Source: an optimization exercise on an open RTL-to-GDS flow (aim: small area and a short achievable clock period). Production flows keep margins and buffers that such runs may drop. The RTL was checked by simulation tests, not by an equivalence proof against the original design. No activity file was given, so power comes from the tool's default toggle rates.

==> flow/design.v <==
module rc_next(
    input  wire        done,
    input  wire        stage_flag,
    input  wire [19:0] des,
    input  wire [1:0]  colh,
    input  wire [19:0] s1,
    input  wire [7:0]  g,
    output wire [19:0] des_n,
    output wire [1:0]  colh_n,
    output wire [19:0] s1_n,
    output wire [7:0]  g_n,
    output wire [10:0] fr_n,
    output wire        stage_n,
    output wire        done_n,
    input  wire        a1,
    input  wire        a384,
    output wire        a1_n,
    output wire        a384_n,
    output wire        c7_n,
    output wire        c9_n
);
  wire live = ~done;
  wire [8:0] col = {colh, des[6:0]};
  wire lo127  = &des[6:0];
  wire col0   = (colh == 2'd0) & ~|des[6:0];
  wire c383   = (colh == 2'd2) & lo127;              
  wire c384   = (colh == 2'd3);                      
  wire dz     = ~|des;
  wire end0   = (des == 20'd552959);                 
  wire d147   = (des == 20'd147456);
  wire d294   = (des == 20'd294912);
  wire d442   = (des == 20'd442368);
  wire cwrap = stage_flag ? c384 : c383;
  wire last  = live & (stage_flag ? (c384 & d442) : end0);
  assign stage_n = stage_flag | last;
  assign done_n  = done | (last & stage_flag);
  reg  [19:0] des_inc;
  reg         dc;
  integer     i;
  always @* begin
    dc = live & ~(stage_flag & c384);
    for (i = 0; i < 20; i = i + 1) begin
      des_inc[i] = des[i] ^ dc;
      dc = dc & des[i];
    end
  end
  assign des_n  = last ? 20'd0 : des_inc;
  assign colh_n = (live & cwrap) ? 2'd0 : colh + {1'b0, live & lo127};
  reg  [7:0] g_add;
  reg        gc;
  reg  [7:0] gk;
  integer    j;
  always @* begin
    gk = stage_flag ? ((live & c384) ? 8'd64 : 8'd0) : 8'd171;
    gc = 1'b0;
    for (j = 0; j < 8; j = j + 1) begin
      g_add[j] = g[j] ^ gk[j] ^ gc;
      gc = (g[j] & gk[j]) | (gc & (g[j] ^ gk[j]));
    end
  end
  assign g_n = (~stage_flag & c383) ? 8'd0 : g_add;
  wire [7:0] gmask = stage_flag       ? 8'hFF :
                     (col >= 9'd306)  ? 8'h80 :
                     (col >= 9'd153)  ? 8'hC0 :
                     (col >= 9'd76)   ? 8'hE0 :
                     (col >= 9'd38)   ? 8'hF0 :
                     (col >= 9'd19)   ? 8'hF8 :
                     (col >= 9'd9)    ? 8'hFC :
                     (col >= 9'd4)    ? 8'hFE : 8'hFF;
  wire [7:0] gm = g_n & gmask;
  reg  [2:0] q;
  always @* begin
    casez (gm)
      8'b1???????: q = 3'd7;
      8'b01??????: q = 3'd6;
      8'b001?????: q = 3'd5;
      8'b0001????: q = 3'd4;
      8'b00001???: q = 3'd3;
      8'b000001??: q = 3'd2;
      8'b0000001?: q = 3'd1;
      default:     q = 3'd0;
    endcase
  end
  wire [7:0]  gn = gm << (3'd7 - q);
  assign fr_n = (gm == 8'd0) ? 11'd0 : {4'd7 + {1'b0, q}, gn[6:0]};
  wire carry = (g < 8'd171);      
  reg  [1:0]  kl;                 
  reg  [3:0]  kh;                 
  reg         ld;                 
  reg  [12:0] hv;
  always @* begin
    kl = 2'd1; kh = 4'd0; ld = 1'b0; hv = 13'd0;
    if (done) kl = 2'd0;
    else if (~stage_flag) begin
      if (col0) begin
        if (dz) kl = 2'd0;
        else begin kl = 2'd2; kh = -4'd5; end
      end else if (c383) begin
        if (end0) begin ld = 1'b1; hv = 13'd4; end
        else kh = 4'd5;
      end else kl = carry ? 2'd2 : 2'd1;
    end else begin
      if (col0) begin
        if (dz) begin kl = 2'd3; kh = -4'd5; end
        else if (d147) begin ld = 1'b1; hv = 13'd1440; end
        else if (d294) begin ld = 1'b1; hv = 13'd2880; end
        else kh = (des[8:7] == 2'd0) ? 4'd6 : 4'd3;
      end else if (c384) begin
        kl = 2'd0;
        if (d147)      begin ld = 1'b1; hv = 13'd2874; end
        else if (d294) begin ld = 1'b1; hv = 13'd4314; end
        else if (d442) begin ld = 1'b1; hv = 13'd1434; end
        else kh = -4'd3;
      end
    end
  end
  reg  [6:0]  l_sum;
  reg  [12:0] h_sum;
  reg         lc, hc, pinc, pdec;
  integer     k;
  always @* begin
    lc = 1'b0;
    for (k = 0; k < 7; k = k + 1) begin
      l_sum[k] = s1[k] ^ (k < 2 ? kl[k] : 1'b0) ^ lc;
      lc = (k < 2 ? (s1[k] & kl[k]) : 1'b0) | (lc & (s1[k] ^ (k < 2 ? kl[k] : 1'b0)));
    end
    hc = lc;
    for (k = 0; k < 3; k = k + 1) begin
      h_sum[k] = s1[7+k] ^ kh[k] ^ hc;
      hc = (s1[7+k] & kh[k]) | (hc & (s1[7+k] ^ kh[k]));
    end
    pinc = hc & ~kh[3];
    pdec = ~hc & kh[3];
    for (k = 3; k < 13; k = k + 1) begin
      h_sum[k] = s1[7+k] ^ (pinc | pdec);
      pinc = pinc & s1[7+k];
      pdec = pdec & ~s1[7+k];
    end
  end
  assign s1_n = {ld ? hv : h_sum, l_sum};
  assign a1_n   = live ? ~stage_flag : a1;
  assign a384_n = live ? stage_flag : a384;
  assign c7_n   = a1_n & (&s1_n[6:0]);
  assign c9_n   = a384_n ? (s1_n[8] | s1_n[7]) : (a1_n & (&s1_n[8:0]));
endmodule
module rc_hold #(parameter W = 1) (
    input  wire         en,
    input  wire [W-1:0] nx,
    input  wire [W-1:0] q,
    output wire [W-1:0] d
);
  assign d = en ? nx : q;
endmodule
module resize_controller(
    clk,
    reset_n,
    enable,
    src_addr1,
    src_addr2,
    des_addr,
    stage_flag,
    fraction_part,
    done
);
  input wire clk;
  input wire reset_n;
  input wire enable;
  output reg  done, stage_flag;
  output wire [23-1:0] src_addr1, src_addr2;
  output wire [23-1:0] des_addr;
  output wire [15:0] fraction_part;
  reg [19:0] des;       
  reg [1:0]  colh;      
  reg [19:0] s1;        
  reg [7:0]  g;         
  reg [10:0] fr;        
  assign des_addr      = {3'b000, des};
  assign src_addr1     = {3'b000, s1};
  reg         a1, a384, c7, c9;
  wire        a1_n, a384_n, c7_n, c9_n;
  reg  [19:0] s2;
  integer     m;
  always @* begin
    for (m = 0; m < 7; m = m + 1)
      s2[m] = s1[m] ^ (a1 & (&(s1[6:0] | ~((7'd1 << m) - 7'd1))));
    s2[7] = s1[7] ^ (a384 | c7);
    s2[8] = s1[8] ^ (a384 ? ~s1[7] : (c7 & s1[7]));
    for (m = 9; m < 20; m = m + 1)
      s2[m] = s1[m] ^ (c9 & (&(s1[19:9] | ~((11'd1 << (m - 9)) - 11'd1))));
  end
  assign src_addr2 = {3'b000, s2};
  assign fraction_part = {2'b00, fr, 3'b000};
  wire [19:0] des_n, s1_n;
  wire [1:0]  colh_n;
  wire [7:0]  g_n;
  wire [10:0] fr_n;
  wire        stage_n, done_n;
  rc_next u_next (
    .done(done), .stage_flag(stage_flag), .des(des), .colh(colh), .s1(s1), .g(g),
    .des_n(des_n), .colh_n(colh_n), .s1_n(s1_n), .g_n(g_n), .fr_n(fr_n),
    .stage_n(stage_n), .done_n(done_n),
    .a1(a1), .a384(a384), .a1_n(a1_n), .a384_n(a384_n), .c7_n(c7_n), .c9_n(c9_n)
  );
  localparam N = 20 + 2 + 20 + 8 + 11 + 2 + 4;
  wire [N-1:0] d;
  rc_hold #(.W(N)) u_hold (
    .en(enable),
    .nx({des_n, colh_n, s1_n, g_n, fr_n, stage_n, done_n, a1_n, a384_n, c7_n, c9_n}),
    .q ({des,   colh,   s1,   g,   fr,   stage_flag, done, a1, a384, c7, c9}),
    .d (d)
  );
  always @(posedge clk or negedge reset_n) begin
    if (~reset_n) begin
      des        <= 0;
      colh       <= 0;
      s1         <= 0;
      g          <= 0;
      fr         <= 0;
      stage_flag <= 0;
      done       <= 0;
      a1         <= 0;
      a384       <= 0;
      c7         <= 0;
      c9         <= 0;
    end else begin
      {des, colh, s1, g, fr, stage_flag, done, a1, a384, c7, c9} <= d;
    end
  end
endmodule
==> flow/config.mk <==
export PLATFORM = sky130hd
export DESIGN_NAME = resize_controller
export DESIGN_NICKNAME = resize_controller
export VERILOG_FILES = /design/flow/design.v
export SDC_FILE = /design/flow/constraint.sdc
export NUM_CORES = 4
export LEC_CHECK = 0
export CAP_MARGIN = 20
export CORE_MARGIN = 2
export CORE_UTILIZATION = 40
export PLACE_DENSITY = 0.6
export SLEW_MARGIN = 20
==> flow/constraint.sdc <==
create_clock -name core_clock -period 32.0 [get_ports {clk}]
set_input_delay 6.4000 -clock core_clock [delete_from_list [all_inputs] [get_ports {clk}]]
set_output_delay 6.4000 -clock core_clock [all_outputs]
set_load 0.01 [all_outputs]
standard.sh (not shown) runs the stock make flow with config.mk's settings and CLKGATE_MAP_FILE= SYNTH_SCRIPT=/design/flow/synth_recipe.tcl, a recipe that flattens the netlist after the stock synthesis.
==> flow/flow/run.sh <==
#!/bin/bash
# Standard ORFS layout with two changes: the port buffers are buf_1 cells
# instead of the default delay buffers, and clock tree synthesis uses small
# clock buffers and no dummy loads (the design has few flip-flops).
# make's output goes to flow_make.log; each tool's log is under orfs/logs.
set -euo pipefail
bash standard.sh "BUFFER_PORTS_ARGS=-buffer_cell sky130_fd_sc_hd__buf_1" \
  "CTS_ARGS=-sink_clustering_enable -repair_clock_nets -dont_use_dummy_load -buf_list sky130_fd_sc_hd__clkbuf_4 -root_buf sky130_fd_sc_hd__clkbuf_8" \
  finish > flow_make.log 2>&1
Change:
==> flow/flow/run.sh (replaced) <==
#!/bin/bash
# Standard ORFS layout, with the port buffers made of buf_1 cells instead of
# the default delay buffers. Each tool's output goes to the ORFS logs; make's
# own output goes to flow_make.log here.
set -euo pipefail
bash standard.sh "BUFFER_PORTS_ARGS=-buffer_cell sky130_fd_sc_hd__buf_1" finish > flow_make.log 2>&1
- fmax barely changes
- wire length rose by 0.78%
- via count rose by 0.52%
- area after synthesis stays the same
- clock skew fell by 0.013 ns
- clock power rose by 120%
- clock-buffer cell count rose by 1
- design area rose by 4.6%
- worst hold slack degrades by 0.0049 ns
- sequential share of layout area fell by 1.3 points
- combinational power is about the same
Change:
--- a/flow/flow/run.sh
+++ b/flow/flow/run.sh
@@ -5,2 +5,2 @@
 set -euo pipefail
-bash standard.sh "BUFFER_PORTS_ARGS=-buffer_cell sky130_fd_sc_hd__buf_1" finish > flow_make.log 2>&1
+bash standard.sh "BUFFER_PORTS_ARGS=-buffer_cell sky130_fd_sc_hd__buf_1" "SETUP_SLACK_MARGIN=24.5" finish > flow_make.log 2>&1
Synthesized cell count stays the same.
Final cell count came out higher by a few percent.
Utilization rises by 3.7 points.
Global-route usage rises by 1.6 points.
Total power rose slightly.
Register-to-register slack gets better by 0.02 ns.
Area after synthesis does not change.
Change:
==> flow/flow/run.sh (replaced) <==
#!/bin/bash
# Standard ORFS layout with two changes: the port buffers are buf_1 cells
# instead of the default delay buffers, and clock tree synthesis uses small
# clock buffers and no dummy loads (the design has few flip-flops).
# make's output goes to flow_make.log; each tool's log is under orfs/logs.
set -euo pipefail
bash standard.sh "BUFFER_PORTS_ARGS=-buffer_cell sky130_fd_sc_hd__buf_1" \
  "CTS_ARGS=-sink_clustering_enable -repair_clock_nets -dont_use_dummy_load -buf_list sky130_fd_sc_hd__clkbuf_4 -root_buf sky130_fd_sc_hd__clkbuf_8" \
  "SETUP_SLACK_MARGIN=24.0" finish > flow_make.log 2>&1
Effect:
- sequential cell count stays the same
- hold slack is about the same
- setup slack is better by 0.036 ns
- clock skew came out higher by 0.019 ns
- utilization came out lower by 4.8 points

## afterwards: timing with drivers on the ports
Ports are ideal in the flow. The routed layouts listed here were re-timed in OpenROAD. Step 1 (the two cells are an assumption about what drives the block):
set clk [get_ports {clk}]
set_driving_cell -lib_cell sky130_fd_sc_hd__clkbuf_16 $clk
set_driving_cell -lib_cell sky130_fd_sc_hd__buf_2 [delete_from_list [all_inputs] $clk]
Step 2 moves the port delays by t, midway between the first and last clock arrival at a register: inputs arrive t later, outputs are due t later. That takes back most of the time a late clock gives input paths. Three values: no drivers, after step 1, after step 2; two values: the first two.
run	t (ns)	setup slack, ns	worst setup path after step 2
the first run	0.392	23.403 / 23.370 / 23.532	input to register
the second run	0.380	23.408 / 23.371 / 23.554	input to register
the third run	0.369	23.890 / 23.852 / 24.214	input to register
the fourth run	0.377	23.925 / 23.892 / 23.767	input to register
After both steps setup and hold are still met in every run listed. For the fourth run, which loses most, drivers alone change the setup slack by -0.033 ns; drivers and shift together by -0.158 ns.
